From an optimization exercise on the open Yosys and OpenROAD flow, aimed at small area and a short achievable clock period; shortcuts taken in it are not production practice.
Where RTL was checked, it was by simulation tests only, not by an equivalence proof against the original.

==> inputs of run E <==
Design pipelined_array_multiplier, start of the top module:
module pipelined_array_multiplier (
    input  logic        clk_i,
    input  logic        clk_en_i,
    input  logic        rst_n_i,
    input  logic [31:0] multiplicand_i,
    input  logic [31:0] multiplier_i,
    input  logic        data_valid_i,
    output logic [63:0] product_o,
    output logic        data_valid_o
);
Settings: LEC_CHECK=0, CAP_MARGIN=20, CORE_MARGIN=2, CORE_UTILIZATION=40, SLEW_MARGIN=20, SYNTH_HIERARCHICAL=1, SYNTH_MINIMUM_KEEP_SIZE=0; clock period 11.0 ns.
standard.sh (not shown) runs the stock make flow with config.mk's settings and CLKGATE_MAP_FILE= SYNTH_SCRIPT=/design/flow/synth_recipe.tcl, a recipe that flattens the netlist after the stock synthesis.
==> flow/flow/run.sh <==
#!/bin/bash
# Layout flow: the standard ORFS flow (standard.sh) with the standard
# synthesis unchanged, plus
#  - after floorplan, combinational cells downsized to their smallest drive
#    strength (flow/downsize.tcl), so that area is only spent where timing
#    repair asks for it;
#  - optionally, timing repair also right after detailed placement
#    (flow/place_repair.tcl);
#  - optionally a chosen buffer cell for the port buffers.
# Settings are in flow/settings.sh. Each tool's output goes to a log here.
set -euo pipefail
cd "$(dirname "$0")/.."
W=$PWD
source flow/settings.sh
args=()
if [[ "$DOWNSIZE" != "none" ]]; then
  args+=("POST_FLOORPLAN_TCL=$W/flow/downsize.tcl" "DOWNSIZE_FAMILIES=$DOWNSIZE")
fi
args+=("SETUP_SLACK_MARGIN=$SETUP_MARGIN")
if [[ "${PLACE_REPAIR:-0}" == 1 ]]; then
  args+=("POST_DETAIL_PLACE_TCL=$W/flow/place_repair.tcl")
fi
if [[ -n "$PORT_BUFFER" ]]; then
  args+=("BUFFER_PORTS_ARGS=-buffer_cell $PORT_BUFFER")
fi
args+=($EXTRA)
bash standard.sh synth > flow_synth.log 2>&1
bash standard.sh "${args[@]}" finish > flow_layout.log 2>&1
==> flow/flow/settings.sh <==
SETUP_MARGIN=7.55
DOWNSIZE="all"
PORT_BUFFER=sky130_fd_sc_hd__buf_2
PLACE_REPAIR=0
EXTRA="CTS_CLUSTER_SIZE=30 CTS_CLUSTER_DIAMETER=100 CORE_UTILIZATION=65"
Other scripts of this flow, unchanged in this note and not shown: flow/flow/downsize.tcl, flow/flow/place_repair.tcl
==> inputs of run H, as changes to run E <==
==> flow/flow/settings.sh (replaced) <==
SETUP_MARGIN=7.55
DOWNSIZE="all"
PORT_BUFFER=sky130_fd_sc_hd__buf_2
PLACE_REPAIR=0
EXTRA="CTS_CLUSTER_SIZE=30 CTS_CLUSTER_DIAMETER=100 CORE_UTILIZATION=55"
==> results.txt <==
|  | run E | run H |
|---|---|---|
| Growth of design area from synthesis to finish | 3.598% | 3.556% |
| Layout fillers | 4180 | 5496 |
| Number of global-route vias before repair | 28.77k | 28.73k |
| Tap cell instance count | 704 | 855 |
| Startpoint of the most critical setup path | one_q[9] | a_q[17] |
| Worst setup slack before clock tree synthesis | 6600 ps | 6829 ps |
| Fraction of standard cell area that is sequential | 25.72% | 25.73% |
| Tightest Pin Transition | 918.2 ps | 901.7 ps |
| DR WL met3 | 18220 um | 15370 um |
| Global-route wire length before repair | 178400 um | 182100 um |
| Die boundary width | 239.2 um | 259.7 um |
| Area enclosed by the die boundary | 0.05721 mm2 | 0.06743 mm2 |
| Gpl congestion | 0.9687 | 0.9784 |
| Run status | finished clean | finished clean |
| DP Wirelength | 76280 um | 78400 um |
| Vertical die dimension | 239.2 um | 259.7 um |
| Clk tree area frac | 1.716% | 1.912% |
| NonClk Buf Share | 5.018% | 4.852% |
| Quantity of gates resized following cts | 121 | 117 |
| Fraction of final layout cells with drive strength greater than 1 | 14.44% | 12.70% |
| Crit Reg-Reg Endpoint | r0_q[61] | r0_q[60] |
No run of this note included a check of the RTL's function; only the layout flow was run.

========
==> inputs of v38 <==
Another version of the RTL of pipelined_array_multiplier (not shown whole).
Settings: LEC_CHECK=0, CAP_MARGIN=20, CORE_MARGIN=2, CORE_UTILIZATION=40, SLEW_MARGIN=20, SYNTH_HIERARCHICAL=1, SYNTH_MINIMUM_KEEP_SIZE=0; clock period 11.0 ns.
==> flow/flow/downsize.tcl <==
# Downsize combinational cells to the smallest drive strength of their
# family (same function and footprint). Timing repair later sizes the
# critical ones back up. Registers and clock cells are left alone.
# DOWNSIZE_FAMILIES: space-separated family names (e.g. a22oi), or "all".
set families [expr {[info exists ::env(DOWNSIZE_FAMILIES)] ? $::env(DOWNSIZE_FAMILIES) : "all"}]
set skip {^(dfxtp|dfxbp|dfrtp|dfrbp|dfstp|dfbbp|dfsbp|dfrtn|dfbbn|edfxtp|edfxbp|sdf.*|sedf.*|dl.*|clk.*|conb|tap.*|fill.*|decap.*|diode.*|probe.*|lpflow.*)$}
set smallest [dict create]
set count 0
foreach inst [get_cells *] {
  set ref [get_property $inst ref_name]
  if {![regexp {^sky130_fd_sc_hd__(.+)_(\d+)$} $ref -> fam drive]} { continue }
  if {[regexp $skip $fam]} { continue }
  if {$families ne "all" && [lsearch -exact $families $fam] < 0} { continue }
  if {![dict exists $smallest $fam]} {
    set best ""
    set best_area 1e9
    foreach lc [get_lib_cells sky130_fd_sc_hd__${fam}_*] {
      set name [get_property $lc name]
      if {![regexp "^sky130_fd_sc_hd__${fam}_\\d+\$" $name]} { continue }
      if {[get_property $lc dont_use]} { continue }
      set a [get_property $lc area]
      if {$a < $best_area} { set best $name; set best_area $a }
    }
    dict set smallest $fam $best
  }
  set to [dict get $smallest $fam]
  if {$to ne "" && $to ne $ref} {
    replace_cell $inst $to
    incr count
  }
}
puts "downsize: replaced $count cells"
==> flow/flow/place_repair.tcl <==
log_cmd estimate_parasitics -placement
repair_timing_helper -setup
detailed_placement
optimize_mirroring
log_cmd estimate_parasitics -placement
==> flow/flow/settings.sh <==
SETUP_MARGIN=7.55
DOWNSIZE="all"
PORT_BUFFER=sky130_fd_sc_hd__buf_2
PLACE_REPAIR=0
EXTRA="CTS_CLUSTER_SIZE=25 CTS_CLUSTER_DIAMETER=80 CORE_UTILIZATION=55"
Scripts as last shown in full above: flow/flow/run.sh
==> v28 (differences from v38) <==
==> flow/flow/settings.sh (replaced) <==
SETUP_MARGIN=7.55
DOWNSIZE="all"
PORT_BUFFER=sky130_fd_sc_hd__buf_2
PLACE_REPAIR=1
EXTRA=""
==> notes <==
Against v28, the via count of v38 is larger by about 1.7%. Synthesized area is the same in v28 and v38. Of v38 and v28, v38 has the higher non-clock buffer count (gap 5). In synthesized cell count, v28 and v38 do not differ. Between v38 and v28, the lower final cell count is in v38 (gap 7.9%, measured against v28). In v28 the critical path depth is higher than in v38, by 2. Maximum frequency: v38 is lower than v28 (1.2%). Against v38, the sequential share of layout area of v28 is lower by 0.45 points. In v38 the die area is lower than in v28, by 27%. Against v28, the worst setup slack of v38 is worse by 0.043 ns. Against v28, the clock skew of v38 is lower by 0.0047 ns.

========
==> inputs of juniper <==
Another version of the RTL of pipelined_array_multiplier (not shown whole).
export LEC_CHECK = 0
export CAP_MARGIN = 20
export CORE_MARGIN = 2
export CORE_UTILIZATION = 40
export SLEW_MARGIN = 20
export SYNTH_HIERARCHICAL = 1
export SYNTH_MINIMUM_KEEP_SIZE = 0
create_clock -name core_clock -period 11.0 [get_ports {clk_i}]
==> flow/flow/settings.sh <==
SETUP_MARGIN=7.55
DOWNSIZE="all"
PORT_BUFFER=sky130_fd_sc_hd__buf_2
PLACE_REPAIR=0
EXTRA="CTS_CLUSTER_SIZE=30 CTS_CLUSTER_DIAMETER=100 CORE_UTILIZATION=55"
Scripts as last shown in full above: flow/flow/run.sh, flow/flow/downsize.tcl, flow/flow/place_repair.tcl
==> indigo (differences from juniper) <==
==> flow/flow/settings.sh (replaced) <==
SETUP_MARGIN=7.55
DOWNSIZE="all"
PORT_BUFFER=sky130_fd_sc_hd__buf_1
PLACE_REPAIR=0
EXTRA="CTS_CLUSTER_SIZE=30 CTS_CLUSTER_DIAMETER=100 CORE_UTILIZATION=55"
==> flow_summary.json <==
{
  "status": "finished clean",
  "timing.final.crit_share": 0.315,
  "grt_max_degree": 81,
  "area_delta_synth_final_pct": 5.49,
  "cp_num_buf_inv": 0,
  "min_period_ns": 3.47,
  "grt_first_pass_wirelength_um": 177000,
  "fin_cells": 3901,
  "fin_area_mm2": 0.0375,
  "antenna_found_initial": 4,
  "max_freq_mhz": 288,
  "cts_setup_buffers": 9,
  "relSlewSlack": 0.561,
  "buffer_area_frac": 0.0497,
  "numCtsBuffers": 25,
  "post_drt_wl_per_cell_um": 30.6,
  "multi_input_area_share": 0.629,
  "hold_slack_ns": 0.527
}
[end of results for indigo]
==> flow_summary.json <==
{
  "cts_setup_buffers": 15,
  "min_period_ns": 3.47,
  "relSlewSlack": 0.457,
  "hold_slack_ns": 0.521,
  "multi_input_area_share": 0.628,
  "max_freq_mhz": 288,
  "grt_use_total": 0.363,
  "status": "finished clean",
  "cp_num_buf_inv": 1,
  "buffer_area_frac": 0.0554,
  "fin_area_mm2": 0.0379,
  "dp.cells": 3823,
  "antenna_found_initial": 2,
  "grt_max_degree": 137,
  "numCtsBuffers": 23
}
[end of results for juniper]
No run of this note included a check of the RTL's function; only the layout flow was run.

========
==> inputs of v36 <==
pipelined_array_multiplier, a different RTL version from the one above (not shown whole).
Design pipelined_array_multiplier, start of the top module:
module pipelined_array_multiplier (
    input  logic        clk_i,
    input  logic        clk_en_i,
    input  logic        rst_n_i,
    input  logic [31:0] multiplicand_i,
    input  logic [31:0] multiplier_i,
    input  logic        data_valid_i,
    output logic [63:0] product_o,
    output logic        data_valid_o
);
clock: 11.0 ns
lec_check: 0
cap_margin: 20
core_margin: 2
core_utilization: 40
slew_margin: 20
synth_hierarchical: 1
synth_minimum_keep_size: 0
==> flow/flow/run.sh <==
#!/bin/bash
# Layout flow: the standard ORFS flow (standard.sh) with the standard
# synthesis unchanged, plus
#  - after floorplan, combinational cells downsized to their smallest drive
#    strength (flow/downsize.tcl), so that area is only spent where timing
#    repair asks for it;
#  - optionally a chosen buffer cell for the port buffers.
# Settings are in flow/settings.sh. Each tool's output goes to a log here.
set -euo pipefail
cd "$(dirname "$0")/.."
W=$PWD
source flow/settings.sh
args=()
if [[ "$DOWNSIZE" != "none" ]]; then
  args+=("POST_FLOORPLAN_TCL=$W/flow/downsize.tcl" "DOWNSIZE_FAMILIES=$DOWNSIZE")
fi
args+=("SETUP_SLACK_MARGIN=$SETUP_MARGIN")
if [[ -n "$PORT_BUFFER" ]]; then
  args+=("BUFFER_PORTS_ARGS=-buffer_cell $PORT_BUFFER")
fi
args+=($EXTRA)
bash standard.sh synth > flow_synth.log 2>&1
bash standard.sh "${args[@]}" finish > flow_layout.log 2>&1
==> flow/flow/settings.sh <==
SETUP_MARGIN=7.0
DOWNSIZE="all"
PORT_BUFFER=
EXTRA=""
Scripts as last shown in full above: flow/flow/downsize.tcl
==> inputs of v35, as changes to v36 <==
==> flow/run.sh (new file) <==
#!/bin/bash
# synth_recipe.tcl (not shown) runs the flow's synth.tcl, then flattens the netlist and writes it again
# the make line also repeats each setting of config.mk as NAME=value (left out here)
make -C /OpenROAD-flow-scripts/flow DESIGN_CONFIG=/design/flow/config.mk WORK_HOME=/design/flow/orfs CLKGATE_MAP_FILE= SYNTH_SCRIPT=/design/flow/synth_recipe.tcl finish
removed: flow/flow/run.sh
removed: flow/flow/downsize.tcl
removed: flow/flow/settings.sh
removed: flow/standard.sh
==> results.txt <==
item                                                          v35           v36
Result of the run                        timing/DRC/antenna clean  timing/DRC/antenna clean
Antenna violations before repair                                1             4
Cell Count, Final, Fillers Out                              4,029         4,132
Clock buffer count in the final layout                         44            38
Non-clock buffer instance count of the final layout           216           312
Clock tree cell share of total cell area                    2.86%         3.06%
Met1 routing resource usage after global routing            35.7%         35.1%
Final Instance Area                                  38,500 sq um  38,900 sq um
WL/cell                                                   28.1 um       29.1 um
Wire length after detailed routing                     113,000 um    120,000 um
Fraction of met2 tracks used by global routing              40.4%         42.3%
Total area of multi-input combinational cells        25,600 sq um  23,900 sq um
Setup Slack @ Placement                                   6.24 ns       6.47 ns
Cts repair resizes                                              0           267
Buffer share of cell area                                   5.09%         10.5%
Wire length on met1                                     48,200 um     46,200 um
No run of this note included a check of the RTL's function; only the layout flow was run.

========
==> run Z: inputs <==
Another version of the RTL of pipelined_array_multiplier (not shown whole).
Settings: LEC_CHECK=0, CAP_MARGIN=20, CORE_MARGIN=2, CORE_UTILIZATION=40, SLEW_MARGIN=20, SYNTH_HIERARCHICAL=1, SYNTH_MINIMUM_KEEP_SIZE=0; clock period 11.0 ns.
run.sh (not shown) runs the stock make flow with config.mk's settings and CLKGATE_MAP_FILE= SYNTH_SCRIPT=/design/flow/synth_recipe.tcl, a recipe that flattens the netlist after the stock synthesis.
Stock flow here: none of the scripts above is used.
==> run Y: changes against run Z <==
==> flow/flow/run.sh (new file) <==
#!/bin/bash
# Layout flow: the standard ORFS flow (standard.sh, unchanged synthesis),
# with timing repair asked to leave 7.0 ns of setup slack at the design's
# clock period, so that it sizes and buffers the critical paths.
set -euo pipefail
cd "$(dirname "$0")/.."
bash standard.sh synth > flow_synth.log 2>&1
bash standard.sh SETUP_SLACK_MARGIN=7.0  finish > flow_layout.log 2>&1
==> flow/standard.sh (new file) <==
#!/bin/bash
# synth_recipe.tcl (not shown) runs the flow's synth.tcl, then flattens the netlist and writes it again
# the make line also repeats each setting of config.mk as NAME=value (left out here)
make -C /OpenROAD-flow-scripts/flow DESIGN_CONFIG=/design/flow/config.mk WORK_HOME=/design/flow/orfs CLKGATE_MAP_FILE= SYNTH_SCRIPT=/design/flow/synth_recipe.tcl "${@:-finish}"
removed: flow/run.sh
==> qor summary <==
| quantity | run Z | run Y |
|---|---|---|
| Run status | timing/DRC/antenna clean | timing/DRC/antenna clean |
| Fraction of area in registers | 20.19% | 17.04% |
| Via count of the first global-routing pass | 26080 | 28960 |
| Hold_sp | v_q[2] | v_q[0] |
| Worst EP required | 11280 ps | 11330 ps |
| RSZ-0062 raised after global routing | no | yes |
| Via count | 23990 | 27340 |
| Post-CTS Setup Inserts | 0 | 226 |
| Met2 track demand over resource in global routing | 38.58% | 43.98% |
| Nets@finish | 4027 | 4394 |
| Vias per inst | 5.761 | 6.022 |
| Hold Crit Endpoint | v_q[2] | v_q[0] |
| Largest stage delay on the critical path | 530 ps | 560 ps |
Function was not checked in any run of this note: the RTL went through the layout flow alone.

========
==> inputs of run G <==
pipelined_array_multiplier, a different RTL version from the one above (not shown whole).
Settings: LEC_CHECK=0, CAP_MARGIN=20, CORE_MARGIN=2, CORE_UTILIZATION=40, SLEW_MARGIN=20, SYNTH_HIERARCHICAL=1, SYNTH_MINIMUM_KEEP_SIZE=0; clock period 11.0 ns.
standard.sh (not shown) runs the stock make flow with config.mk's settings and CLKGATE_MAP_FILE= SYNTH_SCRIPT=/design/flow/synth_recipe.tcl, a recipe that flattens the netlist after the stock synthesis.
==> flow/flow/run.sh <==
#!/bin/bash
# Layout flow: the standard ORFS flow (standard.sh) with the standard
# synthesis unchanged, plus
#  - after floorplan, combinational cells downsized to their smallest drive
#    strength (flow/downsize.tcl), so that area is only spent where timing
#    repair asks for it;
#  - optionally a chosen buffer cell for the port buffers.
# Settings are in flow/settings.sh. Each tool's output goes to a log here.
set -euo pipefail
cd "$(dirname "$0")/.."
W=$PWD
source flow/settings.sh
args=()
if [[ "$DOWNSIZE" != "none" ]]; then
  args+=("POST_FLOORPLAN_TCL=$W/flow/downsize.tcl" "DOWNSIZE_FAMILIES=$DOWNSIZE")
fi
args+=("SETUP_SLACK_MARGIN=$SETUP_MARGIN")
if [[ -n "$PORT_BUFFER" ]]; then
  args+=("BUFFER_PORTS_ARGS=-buffer_cell $PORT_BUFFER")
fi
args+=($EXTRA)
bash standard.sh synth > flow_synth.log 2>&1
bash standard.sh "${args[@]}" finish > flow_layout.log 2>&1
==> flow/flow/downsize.tcl <==
# Downsize combinational cells to the smallest drive strength of their
# family (same function and footprint). Timing repair later sizes the
# critical ones back up. Registers and clock cells are left alone.
# DOWNSIZE_FAMILIES: space-separated family names (e.g. a22oi), or "all".
set families [expr {[info exists ::env(DOWNSIZE_FAMILIES)] ? $::env(DOWNSIZE_FAMILIES) : "all"}]
set skip {^(dfxtp|dfxbp|dfrtp|dfrbp|dfstp|dfbbp|dfsbp|dfrtn|dfbbn|edfxtp|edfxbp|sdf.*|sedf.*|dl.*|clk.*|conb|tap.*|fill.*|decap.*|diode.*|probe.*|lpflow.*)$}
set smallest [dict create]
set count 0
foreach inst [get_cells *] {
  set ref [get_property $inst ref_name]
  if {![regexp {^sky130_fd_sc_hd__(.+)_(\d+)$} $ref -> fam drive]} { continue }
  if {[regexp $skip $fam]} { continue }
  if {$families ne "all" && [lsearch -exact $families $fam] < 0} { continue }
  if {![dict exists $smallest $fam]} {
    set best ""
    set best_area 1e9
    foreach lc [get_lib_cells sky130_fd_sc_hd__${fam}_*] {
      set name [get_property $lc name]
      if {![regexp "^sky130_fd_sc_hd__${fam}_\\d+\$" $name]} { continue }
      if {[get_property $lc dont_use]} { continue }
      set a [get_property $lc area]
      if {$a < $best_area} { set best $name; set best_area $a }
    }
    dict set smallest $fam $best
  }
  set to [dict get $smallest $fam]
  if {$to ne "" && $to ne $ref} {
    replace_cell $inst $to
    incr count
  }
}
puts "downsize: replaced $count cells"
==> flow/flow/settings.sh <==
SETUP_MARGIN=6.6
DOWNSIZE="all"
PORT_BUFFER=
EXTRA=""
==> inputs of run A, as changes to run G <==
==> flow/run.sh (new file) <==
#!/bin/bash
# synth_recipe.tcl (not shown) runs the flow's synth.tcl, then flattens the netlist and writes it again
# the make line also repeats each setting of config.mk as NAME=value (left out here)
make -C /OpenROAD-flow-scripts/flow DESIGN_CONFIG=/design/flow/config.mk WORK_HOME=/design/flow/orfs CLKGATE_MAP_FILE= SYNTH_SCRIPT=/design/flow/synth_recipe.tcl finish
removed: flow/flow/run.sh
removed: flow/flow/downsize.tcl
removed: flow/flow/settings.sh
removed: flow/standard.sh
==> flow_metrics.py <==
metrics = {
    "sta": {
        "whs_ns": 0.526,
        "period_share_pct": 44.1,
        "rsz0062_at_grt": "false",
        "maxSlewHeadroom_pct": 43.1,
    },
    "grt": {
        "met1_usage_pct": 35.1,
    },
    "setup_path": {
        "max_stage_delay_ns": 0.55,
        "reg2regPathDepth": 10,
        "crit_fanout": 39,
    },
    "layout": {
        "utilization_pct": 45.4,
    },
    "placed_design": {
        "dp_slack_ns": 6.19,
    },
    "route": {
        "met3_length_mm": 9.00,
        "drt_pass1_iterations": 5,
    },
    "status": {
        "status": "timing/DRC/antenna clean",
    },
}
The numbers above come from run A.

==> flow_metrics.py <==
metrics = {
    "grt": {
        "met1_usage_pct": 35.8,
    },
    "clock_network": {
        "cts-root-buf": "clkbuf_16",
    },
    "setup_path": {
        "reg2regPathDepth": 9,
        "crit_path_end": "cs_q[98]",
        "max_stage_delay_ns": 0.62,
    },
    "logic_synthesis": {
        "synth.distinct_cells": 76,
    },
    "layout": {
        "largest_reg_flops": 127,
    },
    "route": {
        "drt_pass1_iterations": 7,
        "met3_length_mm": 16.7,
    },
    "sta": {
        "period_share_pct": 40.5,
        "whs_ns": 0.529,
        "rsz0062_at_grt": "true",
    },
    "placed_design": {
        "dp_slack_ns": 6.11,
    },
    "status": {
        "status": "timing/DRC/antenna clean",
    },
}
The numbers above come from run G.

No functional check of the RTL was part of any run of this note.

-- static timing again, ports no longer ideal --
The flow's constraints put no driver on any port. The routed layouts listed below were extracted and timed again, unchanged, in two steps.
Step 1 sets driving cells, clkbuf_16 on the clock port and buf_2 on the other inputs (assumed; they add their load-dependent delay and slew).
Step 2 times the ports against the registers' clock, not the clock port: input delays grow and output delays shrink by t, the midpoint of the rising clock arrivals with the driver on.
a / b / c = no drivers / after step 1 / after step 2; a / b = the first two.
run | t, ns | setup slack, ns | worst setup path after step 2 | pins driven straight from the clock port
run E | 0.626 | 7.523 / 7.518 / 7.059 | input to register | 1
run H | 0.637 | 7.545 / 7.487 / 7.028 | input to register | 1
v38 | 0.651 | 7.484 / 7.484 / 7.030 | input to register | 1
v28 | 0.635 | 7.527 / 7.527 / 7.049 | input to register | 1
juniper | 0.669 | 7.534 / 7.501 / 7.054 | input to register | 1
indigo | 0.685 | 7.533 / 7.494 / 7.056 | input to register | 1
v36 | 0.617 | 6.847 / 6.847 / 6.847 | register to register | 1
v35 | 0.622 | 6.373 / 6.373 / 6.221 | input to register | 1
run Z | 0.635 | 5.796 / 5.796 / 5.796 | register to register | 1
run Y | 0.645 | 6.256 / 6.256 / 6.256 | register to register | 1
run G | 0.607 | 6.550 / 6.550 / 6.550 | register to register | 1
run A | 0.609 | 6.153 / 6.153 / 6.153 | register to register | 1
After both steps setup and hold are still met in every run listed. For run H, which loses most, drivers alone change the setup slack by -0.058 ns; drivers and shift together by -0.517 ns.
